This design comes from an exercise in tuning for small area, a short achievable clock period and few clock cycles per item on the open sky130 flow, not from production work. Function was checked by simulation only, so behaviour that the tests miss may differ from the original.

== alpha ==
## Noekeon
module Noekeon(
	input wire				inClk,
	input wire				inReset,
	input wire				inMode,			 
	input wire				inDecipher,		 
	input wire				inDataWr,
	input wire	[127:0]	inDataData,
	input wire				inKeyWr,
	input wire	[127:0]	inKeyData,
	output wire				outBusy,
	output wire	[127:0]	outData
);
wire			busy;
wire			decipher;
wire	[7:0]	rc;
wire	[7:0]	rcNext;
wire			dataLoad;
wire			zeroLoad;
wire			keyWrExt;
wire			keyWrInt;
wire			keyValid;
wire			useK;
wire			useU;
wire			useT;
wire	[127:0]	key;
wire	[127:0]	keyVec;
wire	[127:0]	constVec;
wire	[127:0]	state;
wire	[127:0]	roundData;
NoekeonControl noekeon_Control(
	.inClk(inClk),
	.inReset(inReset),
	.inMode(inMode),
	.inDecipher(inDecipher),
	.inDataWr(inDataWr),
	.inKeyWr(inKeyWr),
	.inKeyValid(keyValid),
	.inRcNext(rcNext),
	.outBusy(busy),
	.outDecipher(decipher),
	.outRc(rc),
	.outDataLoad(dataLoad),
	.outZeroLoad(zeroLoad),
	.outKeyWrExt(keyWrExt),
	.outKeyWrInt(keyWrInt),
	.outUseK(useK),
	.outUseU(useU),
	.outUseT(useT)
);
NoekeonKeyReg noekeon_KeyReg(
	.inClk(inClk),
	.inReset(inReset),
	.inKeyWrExt(keyWrExt),
	.inKeyDataExt(inKeyData),
	.inKeyWrInt(keyWrInt),
	.inKeyDataInt(roundData),
	.outKey(key),
	.outValid(keyValid)
);
NoekeonKeyTheta noekeon_KeyTheta(
	.inKey(key),
	.inUseK(useK),
	.inUseU(useU),
	.inUseT(useT),
	.outKey(keyVec)
);
NoekeonConstatBox noekeon_ConstatBox(
	.inRc(rc),
	.inDecipher(decipher),
	.outRcNext(rcNext),
	.outConst(constVec)
);
NoekeonRoundSh noekeon_RoundSh(
	.inData(state),
	.inVec(keyVec ^ constVec),
	.outData(roundData)
);
NoekeonDataReg noekeon_DataReg(
	.inClk(inClk),
	.inBusy(busy),
	.inLoad(dataLoad),
	.inLoadZero(zeroLoad),
	.inDataExt(inDataData),
	.inDataInt(roundData),
	.outData(state)
);
NoekeonDataOutReg noekeon_DataOutReg(
	.inData(state),
	.outData(outData)
);
assign outBusy = busy;
endmodule
Size: about 2,600 cells after synthesis, roughly 390 I/O pins, about 27,000 sq um of cells after synthesis.
Settings: LEC_CHECK=0, CAP_MARGIN=20, CORE_MARGIN=2, CORE_UTILIZATION=40, SETUP_SLACK_MARGIN=1.8, SLEW_MARGIN=20; clock period 5.0 ns.
standard.sh (not shown) runs the stock make flow with config.mk's settings and CLKGATE_MAP_FILE= SYNTH_SCRIPT=/design/flow/synth_recipe.tcl, a recipe that flattens the netlist after the stock synthesis.
==> flow/flow/run.sh <==
#!/bin/bash
# The standard ORFS layout, with each port's buffer made with the
# smallest buffer cell instead of the one buffer_ports picks by default.
# Every input and output port still gets its own buffer.
set -euo pipefail
export BUFFER_PORTS_ARGS="-buffer_cell sky130_fd_sc_hd__buf_1"
bash standard.sh finish > flow_standard.log 2>&1
alpha completed every stage of the flow, and the final layout passed the timing, DRC and antenna checks.
Testbench counts of alpha, summed over its fixed seeds: cycles 6,912, items 368.
Inputs modified between alpha and beta:
# alpha
export LEC_CHECK = 0
export CAP_MARGIN = 20
export CORE_MARGIN = 2
export CORE_UTILIZATION = 40
export SETUP_SLACK_MARGIN = 1.8
export SLEW_MARGIN = 20
create_clock -name core_clock -period 5.0 [get_ports {inClk}]
# beta
export LEC_CHECK = 0
export CAP_MARGIN = 20
export CORE_MARGIN = 2
export CORE_UTILIZATION = 40
export SETUP_SLACK_MARGIN = 1.5
export SLEW_MARGIN = 20
create_clock -name core_clock -period 5.0 [get_ports {inClk}]
- beta vs. alpha: data arrival time at the worst-slack endpoint saw an increase; worst path required time shows an increase of 0.08 ns; number of gates on the worst path with buffers counted has decreased; final setup slack of the worst path dropped 0.36 ns.
- Changes observed in beta relative to alpha: count of clock-buffer cells in the layout decreased 2; register-to-register slack decreased 0.36 ns; clock network contribution to total cell area increased 0.62 points.
- As far as post-synthesis net count goes, beta and alpha are indistinguishable; the numbers are identical.
diff inputs: beta => gamma
# beta
export LEC_CHECK = 0
export CAP_MARGIN = 20
export CORE_MARGIN = 2
export CORE_UTILIZATION = 40
export SETUP_SLACK_MARGIN = 1.5
export SLEW_MARGIN = 20
create_clock -name core_clock -period 5.0 [get_ports {inClk}]
# gamma
export LEC_CHECK = 0
export CAP_MARGIN = 20
export CORE_MARGIN = 2
export CORE_UTILIZATION = 40
export PLACE_DENSITY = 0.85
export SETUP_SLACK_MARGIN = 1.5
export SLEW_MARGIN = 20
create_clock -name core_clock -period 5.0 [get_ports {inClk}]
-- flow/flow/run.sh --
<<< beta, line 3
# smallest buffer cell instead of the one buffer_ports picks by default.
# Every input and output port still gets its own buffer.
>>> gamma, line 3
# smallest buffer cell instead of the one buffer_ports picks by default
# (every input and output port still gets its own buffer), and with the
# power recovery step after global routing, which downsizes cells on
# paths that have slack to spare.
<<< beta, line 7
>>> gamma, line 9
export RECOVER_POWER=100
--- outcome ---
- gamma: flow complete, layout not clean; failing: max-capacitance violations, max-slew violations
- Going from beta to gamma, setup slack down 0.51 ns, headroom to the max-slew limit went down, compound-cell area share of the yosys netlist closely matched the old numbers, minimum clock period after layout increased 0.51 ns, critical path arrival increased by 0.51 ns relative to the old numbers.
- The via count number comes out higher for gamma vs beta.
- For non-clock buffer count, gamma and beta come out practically identical.
- Reported for gamma and beta, largest buffer count on any clock path turned out identical to the last digit.
- Going from beta to gamma, pin count of the biggest net entering global routing grew by a little under 10%.
[inputs] delta vs gamma
# gamma
export LEC_CHECK = 0
export CAP_MARGIN = 20
export CORE_MARGIN = 2
export CORE_UTILIZATION = 40
export PLACE_DENSITY = 0.85
export SETUP_SLACK_MARGIN = 1.5
export SLEW_MARGIN = 20
create_clock -name core_clock -period 5.0 [get_ports {inClk}]
# delta
export LEC_CHECK = 0
export CAP_MARGIN = 20
export CORE_MARGIN = 2
export CORE_UTILIZATION = 40
export PLACE_DENSITY = 0.9
export SETUP_SLACK_MARGIN = 1.8
export SLEW_MARGIN = 20
create_clock -name core_clock -period 5.0 [get_ports {inClk}]
==> flow/flow/run.sh <==
#!/bin/bash
# The standard ORFS layout, with each port's buffer made with the
# smallest buffer cell instead of the one buffer_ports picks by default.
# Every input and output port still gets its own buffer.
set -euo pipefail
export BUFFER_PORTS_ARGS="-buffer_cell sky130_fd_sc_hd__buf_1"
bash standard.sh finish > flow_standard.log 2>&1
Results
delta | stages: all done | timing, DRC, antenna: all pass. Setup slack in delta is larger than in gamma. Higher source-to-sink clock delay at the later pin of the worst-skew pair among delta and gamma: gamma. Between gamma and delta, the cell count after placement figures differ only marginally. Delta (delta minus gamma): sequential portion of the cell area has decreased. Run comparison: delta cell with the biggest individual delay on the critical path sky130_fd_sc_hd__xnor2_1; gamma cell with the biggest individual delay on the critical path sky130_fd_sc_hd__xor2_1.
[inputs] epsilon vs delta
# delta
export LEC_CHECK = 0
export CAP_MARGIN = 20
export CORE_MARGIN = 2
export CORE_UTILIZATION = 40
export PLACE_DENSITY = 0.9
export SETUP_SLACK_MARGIN = 1.8
export SLEW_MARGIN = 20
create_clock -name core_clock -period 5.0 [get_ports {inClk}]
# epsilon
export LEC_CHECK = 0
export CAP_MARGIN = 20
export CORE_MARGIN = 2
export CORE_UTILIZATION = 40
export PLACE_DENSITY = 0.95
export SETUP_SLACK_MARGIN = 1.5
export SLEW_MARGIN = 20
create_clock -name core_clock -period 5.0 [get_ports {inClk}]
Findings:
- Comparing delta and epsilon, the lower wire length was measured on epsilon.
- On post-route minimum period, delta loses to epsilon.
- epsilon gives less global-route met3 utilization than delta did.
- Looking only at slack of the worst reg-to-reg path, and setting everything else aside, the higher value of delta and epsilon goes to epsilon.
- Looking at DRC violation total after the first TritonRoute iteration, epsilon sits 341 below delta.
- Final hold slack is higher on epsilon
- Between delta and epsilon, global router's overall resource usage increased.

Noekeon, a different RTL version from the one above (not shown whole).
Size: about 2,600 cells after synthesis, ~0.027 mm² of cells after synthesis.
Design Noekeon, start of the top module:
module Noekeon(
	input wire				inClk,
	input wire				inReset,
	input wire				inMode,			 
	input wire				inDecipher,		 
	input wire				inDataWr,
	input wire	[127:0]	inDataData,
	input wire				inKeyWr,
	input wire	[127:0]	inKeyData,
	output wire				outBusy,
	output wire	[127:0]	outData
);
Settings: LEC_CHECK=0, CAP_MARGIN=20, CORE_MARGIN=2, CORE_UTILIZATION=40, PLACE_DENSITY=0.95, SETUP_SLACK_MARGIN=1.7, SLEW_MARGIN=20; clock period 5.0 ns.
==> flow/flow/run.sh <==
#!/bin/bash
# The standard ORFS layout, with each port's buffer made with the
# smallest buffer cell instead of the one buffer_ports picks by default.
# Every input and output port still gets its own buffer.
set -euo pipefail
export BUFFER_PORTS_ARGS="-buffer_cell sky130_fd_sc_hd__buf_1"
bash standard.sh finish > flow_standard.log 2>&1
The starting point completed without violations.
Testbench counts at the start, summed over its fixed seeds: cycles 6,928, items 368.
Then changed:
Settings changed: SETUP_SLACK_MARGIN 1.7 to 1.5.
Result: Setup slack is worse by 0.11 ns; maximum frequency falls by about 3.2%; via count falls by 2.1%; die area is unchanged; count of clock-buffer cells in the layout falls by 8; hold slack is worse by 0.042 ns; cell area falls by about 2.7%; final cell count falls by 0.60%; core utilization falls by 1.2 points.

-- afterwards: timing with drivers on the ports --
How much do the figures lean on ideal ports? The routed layouts below were timed once more, with nothing changed but the port constraints.
Step 1, drivers: a clkbuf_16 drives inClk and a buf_2 each remaining input, both assumed.
Step 2 times the ports against the registers' clock, not the clock port: input delays grow and output delays shrink by t, the midpoint of the rising clock arrivals with the driver on.
Three values: no drivers, after step 1, after step 2; two values: the first two.
run	t (ns)	setup WS [ns]	worst setup path at the end	pins driven straight from the clock port
alpha	0.628	1.805 / 1.805 / 1.486	input to register	1
beta	0.619	1.443 / 1.443 / 1.443	register to register	1
gamma	0.657	0.937 / 0.937 / 0.937	register to register	1
delta	0.624	1.297 / 1.297 / 1.297	register to register	1
epsilon	0.615	1.538 / 1.538 / 1.538	register to register	1
the first run of note 2	0.615	1.638 / 1.638 / 1.598	input to register	1
the second run of note 2	0.649	1.526 / 1.526 / 1.442	input to register	1
For alpha, which loses most, drivers alone change the setup slack by 0.000 ns; drivers and shift together by -0.319 ns.
